Context: an optimization exercise on an open-source flow, tuned for small area, a short achievable clock period and few clock cycles per item. The choices shown serve that exercise and are no tape-out recipe. At most, simulation tests tie the RTL to the original design; equivalence was not proved. No activity file was given, so power comes from the tool's default toggle rates.

## run A
Design FGHI, start of the top module:
module FGHI(
    input clk,
    input reset_n,
    input go,
    input [31 : 0] M_0,
    input [31 : 0] M_1,
    input [31 : 0] M_2,
    input [31 : 0] M_3,
    input [31 : 0] M_4,
    input [31 : 0] M_5,
    input [31 : 0] M_6,
    input [31 : 0] M_7,
    input [31 : 0] M_8,
    input [31 : 0] M_9,
    input [31 : 0] M_10,
    input [31 : 0] M_11,
    input [31 : 0] M_12,
    input [31 : 0] M_13,
    input [31 : 0] M_14,
    input [31 : 0] M_15,
    output reg valid,
    output reg [31 : 0] Oword_0,
    output reg [31 : 0] Oword_1,
    output reg [31 : 0] Oword_2,
    output reg [31 : 0] Oword_3
    );
reg          busy;        
reg [6 : 0]  j;           
reg [5 : 0]  n;           
reg [7 : 0]  xs;          
reg [31 : 0] f1, f0;      
reg          finq;        
reg [31 : 0] b, c, d;     
reg [31 : 0] P;           
reg [511 : 0] X;          
reg [3 : 0]  rl;          
reg [3 : 0]  rc;          
function [31 : 0] bk_add(input [31 : 0] u, input [31 : 0] v);
  reg [31 : 0] p, g, pp, gg;
  integer i, l;
  begin
    p = u ^ v;
    g = u & v;
    pp = p;
    gg = g;
    for (l = 1; l < 32; l = l * 2)
      for (i = 2 * l - 1; i < 32; i = i + 2 * l) begin
        gg[i] = gg[i] | (pp[i] & gg[i - l]);
  ...
Size: about 5,400 cells after synthesis, about 860 flip-flops, ~640 I/O pins, about 44,000 um2 of cells after synthesis.
==> flow/config.mk <==
export PLATFORM = sky130hd
export DESIGN_NAME = FGHI
export DESIGN_NICKNAME = FGHI
export VERILOG_FILES = /design/flow/design.v
export SDC_FILE = /design/flow/constraint.sdc
export NUM_CORES = 4
export LEC_CHECK = 0
export ABC_AREA = 1
export CAP_MARGIN = 20
export CORE_MARGIN = 2
export CORE_UTILIZATION = 55
export PLACE_DENSITY = 0.75
export SETUP_SLACK_MARGIN = 5
export SLEW_MARGIN = 20
==> flow/constraint.sdc <==
create_clock -name core_clock -period 10.0 [get_ports {clk}]
set_input_delay 2.0000 -clock core_clock [delete_from_list [all_inputs] [get_ports {clk}]]
set_output_delay 2.0000 -clock core_clock [all_outputs]
set_load 0.01 [all_outputs]
standard.sh (not shown) runs the stock make flow with config.mk's settings and CLKGATE_MAP_FILE= SYNTH_SCRIPT=/design/flow/synth_recipe.tcl, a recipe that flattens the netlist after the stock synthesis.
==> flow/flow/run.sh <==
#!/bin/bash
# Own layout flow: the standard ORFS flow, with two changes:
#  - the port buffers are the smallest buffer (buf_1) instead of ORFS's default pick;
#  - clock tree synthesis uses clkbuf_8, larger sink clusters and no dummy loads.
# The make run's full output goes to flow_make.log in the work folder.
set -euo pipefail
bash standard.sh \
  "BUFFER_PORTS_ARGS=-buffer_cell sky130_fd_sc_hd__buf_1" \
  "CTS_ARGS=-sink_clustering_enable -repair_clock_nets -dont_use_dummy_load -sink_clustering_size 14 -sink_clustering_max_diameter 60 -buf_list sky130_fd_sc_hd__clkbuf_8" \
  finish > flow_make.log 2>&1
Testbench counts of run A, summed over its fixed seeds: cycles 8,448, items 128.
What run B does differently from run A at the input level:
- PLACE_DENSITY removed (was 0.75)
- CORE_UTILIZATION changed from 55 to 65
Notes after the runs:
Run A → run B: multi-input gate area in the final layout +690 um2, placed wire-length estimate +0.66%.
Compared to run A, run B shows a narrower setup margin.
Summary of the comparison: number of buffers created by CTS is lower in run B, relative to run A.
Diff run A -> run B: clock buffer count in the final layout went down; floorplan die area shows a reduction of about 15%; filler cell count decreased about 30%; clock buffer and inverter area fraction after layout closely matched the old numbers.
Between run B and run A, it is run B whose peak supply drop is higher, by 19%.
Total track usage: run B vs run A up 10 points
## Diff of input files: run C against run B
- CORE_UTILIZATION changed from 65 to 50
- SETUP_SLACK_MARGIN removed (was 5)
==> flow/flow/run.sh <==
#!/bin/bash
# Own layout flow: the standard ORFS flow, with these changes:
#  - the port buffers are the smallest buffer (buf_1) instead of ORFS's default pick;
#  - clock tree synthesis uses clkbuf_8, larger sink clusters and no dummy loads;
#  - timing repair aims at a 3.5 ns period (setup slack margin 6.5 ns at the 10 ns clock).
# The make run's full output goes to flow_make.log in the work folder.
set -euo pipefail
bash standard.sh \
  "BUFFER_PORTS_ARGS=-buffer_cell sky130_fd_sc_hd__buf_1" \
  "CTS_ARGS=-sink_clustering_enable -repair_clock_nets -dont_use_dummy_load -sink_clustering_size 14 -sink_clustering_max_diameter 60 -buf_list sky130_fd_sc_hd__clkbuf_8" \
  "SETUP_SLACK_MARGIN=6.5" \
  finish > flow_make.log 2>&1
==> summary.txt <==
Run C was carried through to the last stage, and its layout satisfied the timing, DRC and antenna checks. Diff run B -> run C: signed area change from the synthesized netlist to the final layout has increased; total power draw has increased; utilization has decreased; buffers inserted during post-CTS setup optimization has increased. Clock tree buffer count of the final layout: run C > run B. Compared to run B, run C has fmax 0.019 GHz higher. Run B -> run C: critical path depth increased by a little under 10%. Hold slack for run C: 24 ps down relative to run B. | minimum setup slack among reg-to-reg paths | run C vs run B | 460 ps higher |. Summary — total wire length after detailed routing, run C relative to run B: lower, by about 3.7%.

Setup of old:
FGHI, a different RTL version from the one above (not shown whole).
For scale: roughly 5,200 cells after synthesis, about 41,000 um2 of cells after synthesis.
==> flow/design.v (excerpt) <==
module FGHI(
    input clk,
    input reset_n,
    input go,
    input [31 : 0] M_0,
    input [31 : 0] M_1,
    input [31 : 0] M_2,
    input [31 : 0] M_3,
    input [31 : 0] M_4,
    input [31 : 0] M_5,
    input [31 : 0] M_6,
    input [31 : 0] M_7,
    input [31 : 0] M_8,
    input [31 : 0] M_9,
    input [31 : 0] M_10,
    input [31 : 0] M_11,
    input [31 : 0] M_12,
    input [31 : 0] M_13,
    input [31 : 0] M_14,
    input [31 : 0] M_15,
    output reg valid,
    output reg [31 : 0] Oword_0,
    output reg [31 : 0] Oword_1,
    output reg [31 : 0] Oword_2,
    output reg [31 : 0] Oword_3
    );
reg          busy;        
reg [6 : 0]  j;           
reg [5 : 0]  n;           
reg [7 : 0]  xs;          
reg [3 : 0]  fh;          
reg          finq;        
reg [31 : 0] a, b, c, d;  
reg [31 : 0] P;           
reg [511 : 0] X;          
reg [3 : 0]  rl;          
reg [3 : 0]  rc;          
function [31 : 0] bk_add(input [31 : 0] u, input [31 : 0] v);
  reg [31 : 0] p, g, pp, gg;
  integer i, l;
  begin
    p = u ^ v;
    g = u & v;
    pp = p;
    gg = g;
    for (l = 1; l < 32; l = l * 2)
      for (i = 2 * l - 1; i < 32; i = i + 2 * l) begin
        gg[i] = gg[i] | (pp[i] & gg[i - l]);
        pp[i] = pp[i] & pp[i - l];
      end
    for (l = 8; l >= 1; l = l / 2)
      for (i = 3 * l - 1; i < 32; i = i + 2 * l) begin
        gg[i] = gg[i] | (pp[i] & gg[i - l]);
        pp[i] = pp[i] & pp[i - l];
      end
    bk_add = p ^ {gg[30 : 0], 1'b0};
  end
endfunction
wire         acc     = !busy && go;
wire         last    = j[6];
wire         busy_nx = acc || (busy && !last);
  ...
==> flow/config.mk <==
export PLATFORM = sky130hd
export DESIGN_NAME = FGHI
export DESIGN_NICKNAME = FGHI
export VERILOG_FILES = /design/flow/design.v
export SDC_FILE = /design/flow/constraint.sdc
export NUM_CORES = 4
export LEC_CHECK = 0
export CAP_MARGIN = 20
export CORE_MARGIN = 2
export CORE_UTILIZATION = 55
export SETUP_SLACK_MARGIN = 5
export SLEW_MARGIN = 20
==> flow/constraint.sdc <==
create_clock -name core_clock -period 10.0 [get_ports {clk}]
set_input_delay 2.0000 -clock core_clock [delete_from_list [all_inputs] [get_ports {clk}]]
set_output_delay 2.0000 -clock core_clock [all_outputs]
set_load 0.01 [all_outputs]
==> flow/flow/run.sh <==
#!/bin/bash
# Own layout flow: the standard ORFS flow, with two changes:
#  - the port buffers are the smallest buffer (buf_1) instead of ORFS's default pick;
#  - clock tree synthesis uses clkbuf_8 and inserts no dummy loads.
# Each make run's full output goes to a log file in the work folder.
set -euo pipefail
bash standard.sh \
  "BUFFER_PORTS_ARGS=-buffer_cell sky130_fd_sc_hd__buf_1" \
  "CTS_ARGS=-sink_clustering_enable -repair_clock_nets -dont_use_dummy_load -buf_list sky130_fd_sc_hd__clkbuf_8" \
  finish > flow_make.log 2>&1
Input-level comparison between new and old:
--- a/flow/config.mk
+++ b/flow/config.mk
@@ -8,5 +8,5 @@
 export CAP_MARGIN = 20
 export CORE_MARGIN = 2
-export CORE_UTILIZATION = 55
+export CORE_UTILIZATION = 40
 export SETUP_SLACK_MARGIN = 5
 export SLEW_MARGIN = 20
Findings:
- Of old and new, the run reporting the higher worst slack at placement was old.
- new reports a lower depth of the most critical reg-to-reg path than old does.
- Global-route usage sits lower in new than in old.
- Cell area: new > old
No run of this note included a check of the RTL's function; only the layout flow was run.

## main
Another version of the RTL of FGHI (not shown whole).
For scale: roughly 6500 cells after synthesis, about 640 I/O pins, roughly 0.045 mm^2 of cells after synthesis.
export LEC_CHECK = 0
export ABC_AREA = 1
export CAP_MARGIN = 20
export CORE_MARGIN = 2
export CORE_UTILIZATION = 55
export PLACE_DENSITY = 0.75
export SLEW_MARGIN = 20
create_clock -name core_clock -period 10.0 [get_ports {clk}]
==> flow/flow/run.sh <==
#!/bin/bash
# Own layout flow: the standard ORFS flow, with these changes:
#  - synthesis leaves adders to ABC (no full/half-adder cell extraction, ADDER_MAP_FILE empty);
#    registers and everything else in synthesis are as in the standard synthesis;
#  - the port buffers are the smallest buffer (buf_1) instead of ORFS's default pick;
#  - clock tree synthesis uses clkbuf_8, sink clusters of 14 and no dummy loads;
#  - timing repair aims at a 3.85 ns period (setup slack margin 6.15 ns at the 10 ns clock).
# The make run's full output goes to flow_make.log in the work folder.
set -euo pipefail
bash standard.sh \
  "ADDER_MAP_FILE=" \
  "BUFFER_PORTS_ARGS=-buffer_cell sky130_fd_sc_hd__buf_1" \
  "CTS_ARGS=-sink_clustering_enable -repair_clock_nets -dont_use_dummy_load -sink_clustering_size 14 -sink_clustering_max_diameter 60 -buf_list sky130_fd_sc_hd__clkbuf_8" \
  "SETUP_SLACK_MARGIN=6.15" \
  finish > flow_make.log 2>&1
Testbench counts of main, summed over its fixed seeds: cycles 8,448, items 128.
diff inputs: main => the feature branch
diff --git a/flow/flow/run.sh b/flow/flow/run.sh
--- a/flow/flow/run.sh
+++ b/flow/flow/run.sh
@@ -5,5 +5,5 @@
 #  - the port buffers are the smallest buffer (buf_1) instead of ORFS's default pick;
 #  - clock tree synthesis uses clkbuf_8, sink clusters of 14 and no dummy loads;
-#  - timing repair aims at a 3.85 ns period (setup slack margin 6.15 ns at the 10 ns clock).
+#  - timing repair aims at a 4.0 ns period (setup slack margin 6.0 ns at the 10 ns clock).
 # The make run's full output goes to flow_make.log in the work folder.
 set -euo pipefail
@@ -12,4 +12,4 @@
   "BUFFER_PORTS_ARGS=-buffer_cell sky130_fd_sc_hd__buf_1" \
   "CTS_ARGS=-sink_clustering_enable -repair_clock_nets -dont_use_dummy_load -sink_clustering_size 14 -sink_clustering_max_diameter 60 -buf_list sky130_fd_sc_hd__clkbuf_8" \
-  "SETUP_SLACK_MARGIN=6.15" \
+  "SETUP_SLACK_MARGIN=6.0" \
   finish > flow_make.log 2>&1
--- outcome ---
- The feature branch completed; timing, DRC and antenna clean
- Of the two values seen for last element of the critical path, n[3]$_SDFF_PN0_ was produced by main and b[27]$_DFF_P_ by the feature branch.
- Relative to main, biggest cell delay along the critical path decreased by 0.04 ns in the feature branch.
- When the feature branch is set beside main, its total chip power turns out to be about 3% smaller.
- Cell count of the worst reg-to-reg path went up by more than 10% going from main to the feature branch.
- The feature branch vs main: design area down

-- separate check: timing with driven ports --
No port has a modelled driver above. Below, the same layouts with a new extraction and two added sets of constraints.
Step 1 sets driving cells, clkbuf_16 on the clock port and buf_2 on the other inputs (assumed; they add their load-dependent delay and slew).
Step 2 moves the port delays by t, midway between the first and last clock arrival at a register: inputs arrive t later, outputs are due t later. That takes back most of the time a late clock gives input paths.
Slacks: no drivers / after step 1 / after step 2; pairs: no drivers / after step 1.
run	t (ns)	slack for setup (ns)	worst data-port slew with drivers (ns)
run A	0.759	5.039 / 5.039 / 4.351	0.23
run B	0.770	4.891 / 4.891 / 4.277	0.26
run C	0.766	5.350 / 5.350 / 5.350	0.14
old	0.827	3.240 / 3.240 / 3.240	0.15
new	0.860	3.233 / 3.233 / 3.233	0.27
main	0.783	6.240 / 6.258 / 5.496	0.20
the feature branch	0.783	6.089 / 6.089 / 5.460	0.19
After both steps setup and hold are still met in every run listed. For main, which loses most, drivers alone change the setup slack by +0.018 ns; drivers and shift together by -0.744 ns.
